Context: an optimization exercise on an open-source flow, tuned for small area and a short achievable clock period. The choices shown serve that exercise and are no tape-out recipe.
Where RTL was checked, it was by simulation tests only, not by an equivalence proof against the original.
No activity file was given, so power comes from the tool's default toggle rates.

==> flow/design.v <==
module Val2gen (
    input         m,
    input         I,
    input  [31:0] Val_RM,
    input  [11:0] imm,
    input  [11:0] shift_operand,
    output [31:0] Val2
);
wire [4:0] n   = shift_operand[11:7];
wire [1:0] st  = shift_operand[6:5];
wire       t_lsl = (st == 2'b00);
wire       t_ror = (st == 2'b11);
wire       t_asr = (st == 2'b10);
wire       nm    = ~m;
wire       sh    = nm & ~I;
wire [30:0] hi;
wire [31:0] lo;
genvar i;
generate
    for (i = 0; i < 31; i = i + 1) begin : g_hi
        wire rs = (t_ror & Val_RM[i]) | (t_asr & Val_RM[31]) | (t_lsl & Val_RM[i+1]);
        if (i < 8)
            assign hi[i] = I ? imm[i] : rs;
        else
            assign hi[i] = ~I & rs;
    end
    for (i = 0; i < 32; i = i + 1) begin : g_lo
        if (i < 8)
            assign lo[i] = sh ? (~t_lsl & Val_RM[i]) : imm[i];
        else if (i < 12)
            assign lo[i] = sh ? (~t_lsl & Val_RM[i]) : (m & imm[i]);
        else if (i < 31)
            assign lo[i] = sh & ~t_lsl & Val_RM[i];
        else
            assign lo[i] = sh & (t_lsl ? Val_RM[0] : Val_RM[31]);
    end
endgenerate
wire [4:0] k = {5{nm}} & (I ? {imm[11:8], 1'b0} : (n ^ {5{t_lsl}}));
wire [62:0] s0 = {hi, lo};
wire [46:0] s4 = k[4] ? s0[62:16] : s0[46:0];
wire [38:0] s3 = k[3] ? s4[46:8]  : s4[38:0];
wire [34:0] s2 = k[2] ? s3[38:4]  : s3[34:0];
wire [32:0] s1 = k[1] ? s2[34:2]  : s2[32:0];
assign Val2    = k[0] ? s1[32:1]  : s1[31:0];
endmodule
module ALU (input [3:0] ALU_Comnd,
            input [31:0] Val1, Val2,
            input C,
            output [31:0] ALU_out,
            output [3:0] SR);
wire [3:0] cmd = ALU_Comnd;
wire add   = cmd == 4'b0010;
wire adc   = cmd == 4'b0011;
wire sub   = cmd == 4'b0100;
wire sbc   = cmd == 4'b0101;
wire arith = add | adc | sub | sbc;
wire neg   = sub | sbc;
wire pos   = add | adc;
wire cin   = ((adc | sbc) & C) | sub;
reg [3:0] t;
always @(*) begin
    case (cmd)
    4'b0001: t = 4'b1010;            
    4'b1001: t = 4'b0101;            
    4'b0010, 4'b0011,
    4'b1000: t = 4'b0110;            
    4'b0100, 4'b0101: t = 4'b1001;   
    4'b0110: t = 4'b1000;            
    4'b0111: t = 4'b1110;            
    default: t = 4'b0000;
    endcase
end
wire [31:0] A = Val1, B = Val2;
wire [31:0] X, g, k;
genvar i;
generate
    for (i = 0; i < 32; i = i + 1) begin : g_bit
        assign X[i] = t[{A[i], B[i]}];
        assign g[i] = A[i] & ((B[i] & pos) | (~B[i] & neg));
        assign k[i] = (A[i] & arith) | (B[i] & pos) | (~B[i] & neg);
    end
endgenerate
wire [32:0] c;       
prefix_carry #(.N(32), .TYPE(1)) pc (.g(g), .k(k), .cin(cin), .c(c));
assign ALU_out = X ^ c[31:0];
wire [31:0] zb = ~(X ^ {k[30:0], cin});
wire Z1 = &zb;
wire N1 = ALU_out[31];
wire C1 = c[32] ^ neg;
wire V1 = arith & ~(A[31] ^ B[31] ^ neg) & (A[31] ^ c[31]);
assign SR = {Z1, C1, N1, V1};
endmodule
module prefix_carry #(parameter N = 32, parameter TYPE = 1) (
    input  [N-1:0] g, k,
    input          cin,
    output [N:0]   c
);
localparam L = 5;    
localparam S = 2*L;
wire [N*(S+1)-1:0] G, K;
genvar s, i;
generate
    for (i = 0; i < N; i = i + 1) begin : g_l0
        if (i == 0) begin : g_c
            assign G[0] = g[0] | (k[0] & cin);
            assign K[0] = 1'b0;
        end else begin : g_n
            assign G[i] = g[i];
            assign K[i] = k[i];
        end
    end
    for (s = 1; s <= S; s = s + 1) begin : g_st
        for (i = 0; i < N; i = i + 1) begin : g_b
            localparam integer J =
                (TYPE == 0) ? ((s <= L && i >= (1 << (s-1))) ? i - (1 << (s-1)) : -1) :
                (TYPE == 1) ? ((s <= L && ((i >> (s-1)) & 1)) ? ((i >> (s-1)) << (s-1)) - 1 : -1) :
                (TYPE == 2) ? ((s <= L) ? ((((i + 1) % (1 << s)) == 0) ? i - (1 << (s-1)) : -1)
                                        : ((s < S && ((i + 1) % (1 << (S-s))) == (1 << (S-s-1)) && i >= (1 << (S-s)))
                                              ? i - (1 << (S-s-1)) : -1)) :
                      ((s <= L) ? (((i % 2) == 1 && i >= (1 << (s-1))) ? i - (1 << (s-1)) : -1)
                            : ((s == L+1 && (i % 2) == 0 && i > 0) ? i - 1 : -1));
            if (J >= 0) begin : g_op
                assign G[s*N+i] = G[(s-1)*N+i] | (K[(s-1)*N+i] & G[(s-1)*N+J]);
                assign K[s*N+i] = K[(s-1)*N+i] & K[(s-1)*N+J];
            end else begin : g_pass
                assign G[s*N+i] = G[(s-1)*N+i];
                assign K[s*N+i] = K[(s-1)*N+i];
            end
        end
    end
endgenerate
assign c = {G[S*N +: N], cin};
endmodule
module EXE_stage(
                input [31:0] PC,
                input MEM_R_EN,
                input MEM_W_EN,
                input [3:0] EXE_CMD,
                input S,
                input I,
                input [31:0] Val_RN,
                input [31:0] Val_RM,
                input [11:0] imm,
                input [11:0] shift_operand,
                input signed [23:0] signed_immed_24,
                input [3:0] status,
                output wire [31:0] BranchAddr,
                output [3:0] status_out,
                output wire [31:0] ALU_out
                );
wire [31:0] Val2;
            Val2gen val2gen_instance (
                                      .m(MEM_R_EN|MEM_W_EN),
                                      .I(I),
                                      .Val_RM(Val_RM),
                                      .imm(imm),
                                      .shift_operand(shift_operand),
                                      .Val2(Val2)
                                     );
wire [24:0] ba_lo = {1'b0, PC[25:2]} + {1'b0, signed_immed_24};
wire        ba_c  = ba_lo[24];
wire        ba_s  = signed_immed_24[23];
wire [5:0]  ba_h  = PC[31:26];
wire [5:0]  ba_hi;
genvar j;
generate
    for (j = 0; j < 6; j = j + 1) begin : g_hi
        wire ones  = (j == 0) ? 1'b1 : &ba_h[(j == 0 ? 0 : j-1):0];
        wire zeros = (j == 0) ? 1'b1 : ~|ba_h[(j == 0 ? 0 : j-1):0];
        assign ba_hi[j] = ba_h[j] ^ ((ba_c & ~ba_s & ones) | (~ba_c & ba_s & zeros));
    end
endgenerate
assign BranchAddr = {ba_hi, ba_lo[23:0], PC[1:0]};
            ALU alu_instance(
                             .ALU_Comnd(EXE_CMD),
                             .Val1(Val_RN),
                             .Val2(Val2),
                             .C(status[2]),
                             .ALU_out(ALU_out),
                             .SR(status_out)
                            );
endmodule
module arm_exe (
    input             clk,
    input             rst,
    input      [31:0] PC,
    input             MEM_R_EN,
    input             MEM_W_EN,
    input      [3:0]  EXE_CMD,
    input             I,
    input      [31:0] Val_RN,
    input      [31:0] Val_RM,
    input      [11:0] imm,
    input      [11:0] shift_operand,
    input      [23:0] signed_immed_24,
    input      [3:0]  status,
    output reg [31:0] BranchAddr,
    output reg [3:0]  status_out,
    output reg [31:0] ALU_out
);
wire [31:0] branch_w, alu_w;
wire [3:0]  status_w;
EXE_stage exe (
    .PC(PC), .MEM_R_EN(MEM_R_EN), .MEM_W_EN(MEM_W_EN), .EXE_CMD(EXE_CMD),
    .S(1'b0), .I(I), .Val_RN(Val_RN), .Val_RM(Val_RM), .imm(imm),
    .shift_operand(shift_operand), .signed_immed_24(signed_immed_24),
    .status(status), .BranchAddr(branch_w), .status_out(status_w),
    .ALU_out(alu_w)
);
always @(posedge clk or posedge rst) begin
    if (rst) begin
        BranchAddr <= 32'b0;
        status_out <= 4'b0;
        ALU_out    <= 32'b0;
    end else begin
        BranchAddr <= branch_w;
        status_out <= status_w;
        ALU_out    <= alu_w;
    end
end
endmodule
clock: 10.0 ns
lec_check: 0
abc_area: 1
cap_margin: 20
core_margin: 2
core_utilization: 40
cts_buf_list: sky130_fd_sc_hd__clkbuf_4 sky130_fd_sc_hd__clkbuf_8
place_density: 0.6
setup_slack_margin: 3.6
slew_margin: 20
standard.sh (not shown) runs the stock make flow with config.mk's settings and CLKGATE_MAP_FILE= SYNTH_SCRIPT=/design/flow/synth_recipe.tcl, a recipe that flattens the netlist after the stock synthesis.
==> flow/flow/run.sh <==
#!/bin/bash
# Own layout flow: the standard ORFS flow (standard.sh) with two changes:
#  - synthesis maps with the ABC script in flow/abc.script (an area-oriented
#    mapping; OpenROAD's repair steps buffer and size the netlist later),
#  - the port buffers that global placement inserts are buf_1 cells.
# Everything else (synthesis script, floorplan, power grid, tap cells,
# placement, CTS, routing) is the standard flow. Each tool's output goes
# to the ORFS logs under orfs/logs; make's own output to flow_make.log.
set -euo pipefail
W=$(pwd)
rm -rf "$W/own_scripts"
cp -r "$FLOW_HOME/scripts" "$W/own_scripts"
cp "$W/flow/abc.script" "$W/own_scripts/abc_area.script"
export SCRIPTS_DIR="$W/own_scripts"
export BUFFER_PORTS_ARGS="-buffer_cell sky130_fd_sc_hd__buf_1"
bash "$W/standard.sh" > "$W/flow_make.log" 2>&1
==> flow/flow/abc.script <==
strash
dch
map -D 4000
buffer -c
upsize -c
dnsize -c
Then changed:
--- a/flow/design.v
+++ b/flow/design.v
@@ -79,11 +79,11 @@
         assign g[i] = A[i] & ((B[i] & pos) | (~B[i] & neg));
         assign k[i] = (A[i] & arith) | (B[i] & pos) | (~B[i] & neg);
     end
 endgenerate
 wire [32:0] c;       
-prefix_carry #(.N(32), .TYPE(1)) pc (.g(g), .k(k), .cin(cin), .c(c));
+prefix_carry #(.N(32), .TYPE(2)) pc (.g(g), .k(k), .cin(cin), .c(c));
 assign ALU_out = X ^ c[31:0];
 wire [31:0] zb = ~(X ^ {k[30:0], cin});
 wire Z1 = &zb;
 wire N1 = ALU_out[31];
 wire C1 = c[32] ^ neg;
Result: Total power grows by 0.76%. Via count shrinks by 1.4%. Clock power shrinks by about 5%. Synthesized area shrinks by 2.8%. Sequential share of layout area shrinks by 1.0 points. Clock-buffer cell count is unchanged.
For the second run of this note, only the layout was checked, not whether the RTL still works.

---

== run a ==
RTL: the design.v shown in full above, as it stands there.
==> flow/config.mk <==
export PLATFORM = sky130hd
export DESIGN_NAME = arm_exe
export DESIGN_NICKNAME = arm_exe
export VERILOG_FILES = /design/flow/design.v
export SDC_FILE = /design/flow/constraint.sdc
export NUM_CORES = 4
export LEC_CHECK = 0
export ABC_AREA = 1
export CAP_MARGIN = 20
export CORE_MARGIN = 2
export CORE_UTILIZATION = 40
export PLACE_DENSITY = 0.6
export SETUP_SLACK_MARGIN = 3.6
export SLEW_MARGIN = 20
==> flow/constraint.sdc <==
create_clock -name core_clock -period 10.0 [get_ports {clk}]
set_input_delay 2.0000 -clock core_clock [delete_from_list [all_inputs] [get_ports {clk}]]
set_output_delay 2.0000 -clock core_clock [all_outputs]
set_load 0.01 [all_outputs]
==> flow/flow/run.sh <==
#!/bin/bash
# Own layout flow: the standard ORFS flow (standard.sh) with these changes:
#  - synthesis maps with the ABC script in flow/abc.script (an area-oriented
#    mapping; OpenROAD's repair steps buffer and size the netlist later),
#  - the port buffers that global placement inserts are buf_1 cells,
#  - clock tree synthesis uses small buffers and no dummy loads.
# Everything else (synthesis script, floorplan, power grid, tap cells,
# placement, CTS, routing) is the standard flow. Each tool's output goes
# to the ORFS logs under orfs/logs; make's own output to flow_make.log.
set -euo pipefail
W=$(pwd)
rm -rf "$W/own_scripts"
cp -r "$FLOW_HOME/scripts" "$W/own_scripts"
cp "$W/flow/abc.script" "$W/own_scripts/abc_area.script"
export SCRIPTS_DIR="$W/own_scripts"
export BUFFER_PORTS_ARGS="-buffer_cell sky130_fd_sc_hd__buf_1"
# clock tree of clkbuf_4 and clkbuf_8 cells, and
# no dummy loads
export CTS_ARGS="-sink_clustering_enable -repair_clock_nets -buf_list \"sky130_fd_sc_hd__clkbuf_4 sky130_fd_sc_hd__clkbuf_8\" -dont_use_dummy_load"
bash "$W/standard.sh" > "$W/flow_make.log" 2>&1
==> flow/flow/abc.script <==
strash
dch
map -D 3500
buffer -c
upsize -c
dnsize -c
The inputs of run b differ from those of run a as listed below.
--- a/flow/design.v
+++ b/flow/design.v
@@ -80,9 +80,9 @@
         assign k[i] = (A[i] & arith) | (B[i] & pos) | (~B[i] & neg);
     end
 endgenerate
 wire [32:0] c;       
-prefix_carry #(.N(32), .TYPE(1)) pc (.g(g), .k(k), .cin(cin), .c(c));
+prefix_carry #(.N(32), .TYPE(0)) pc (.g(g), .k(k), .cin(cin), .c(c));
 assign ALU_out = X ^ c[31:0];
 wire [31:0] zb = ~(X ^ {k[30:0], cin});
 wire Z1 = &zb;
 wire N1 = ALU_out[31];
--- outcome ---
Result: PASS for each of run b and run a
Run b falls short of run a in worst-case headroom to the max-slew limit.
Between run a and run b, the flow reports tap cell instance count increasing by more than 10%.
Wire length on met1 up 600 µm in run b wrt run a
Compared with run a, run b shows number of instances in the synthesized netlist that has gone up by more than 10%.
From run a to run b the numbers moved as follows: internal power consumption now sits higher, footprint of the multi-input gates now sits higher, area growth from synthesis to final layout saw an increase.
Measured against each other, run b and run a differ in antenna diode count, the higher figure coming from run a.
Run a leaves more setup margin than run b.
Run b vs run a — average wire per standard cell dropped by a little under 10%
For run b, only the layout was checked, not whether the RTL still works.

-- what the ideal ports hide --
The results above use ideal ports. As a check the final layouts listed here were re-extracted and re-timed, cells and wires unchanged. Step 1: set_driving_cell puts a clkbuf_16 on clk and a buf_2 on each other input, an assumption about the parent block. Step 2 adds t to the input delays and takes it off the output delays; t is the mean of the earliest and latest rising clock arrival at the registers after step 1. Input paths then give back, and output paths get back, about the clock's delay inside the block. Three values: ideal ports, drivers, drivers and shift; two values: the first two.
| run | shift t [ns] | setup WS [ns] | worst hold slack (ns) |
|---|---|---|---|
| the first run of note 1 | 0.399 | 3.837 / 3.856 / 3.457 | 1.548 / 1.528 / 1.927 |
| the second run of note 1 | 0.408 | 3.542 / 3.565 / 3.157 | 1.669 / 1.646 / 2.055 |
| run a | 0.397 | 3.951 / 3.974 / 3.576 | 1.760 / 1.744 / 2.142 |
| run b | 0.393 | 3.905 / 3.926 / 3.532 | 1.724 / 1.706 / 2.099 |
After both steps setup and hold are still met in every run listed. The setup slack of the second run of note 1, which loses most, moves by +0.023 ns with the drivers and by -0.385 ns with both steps.
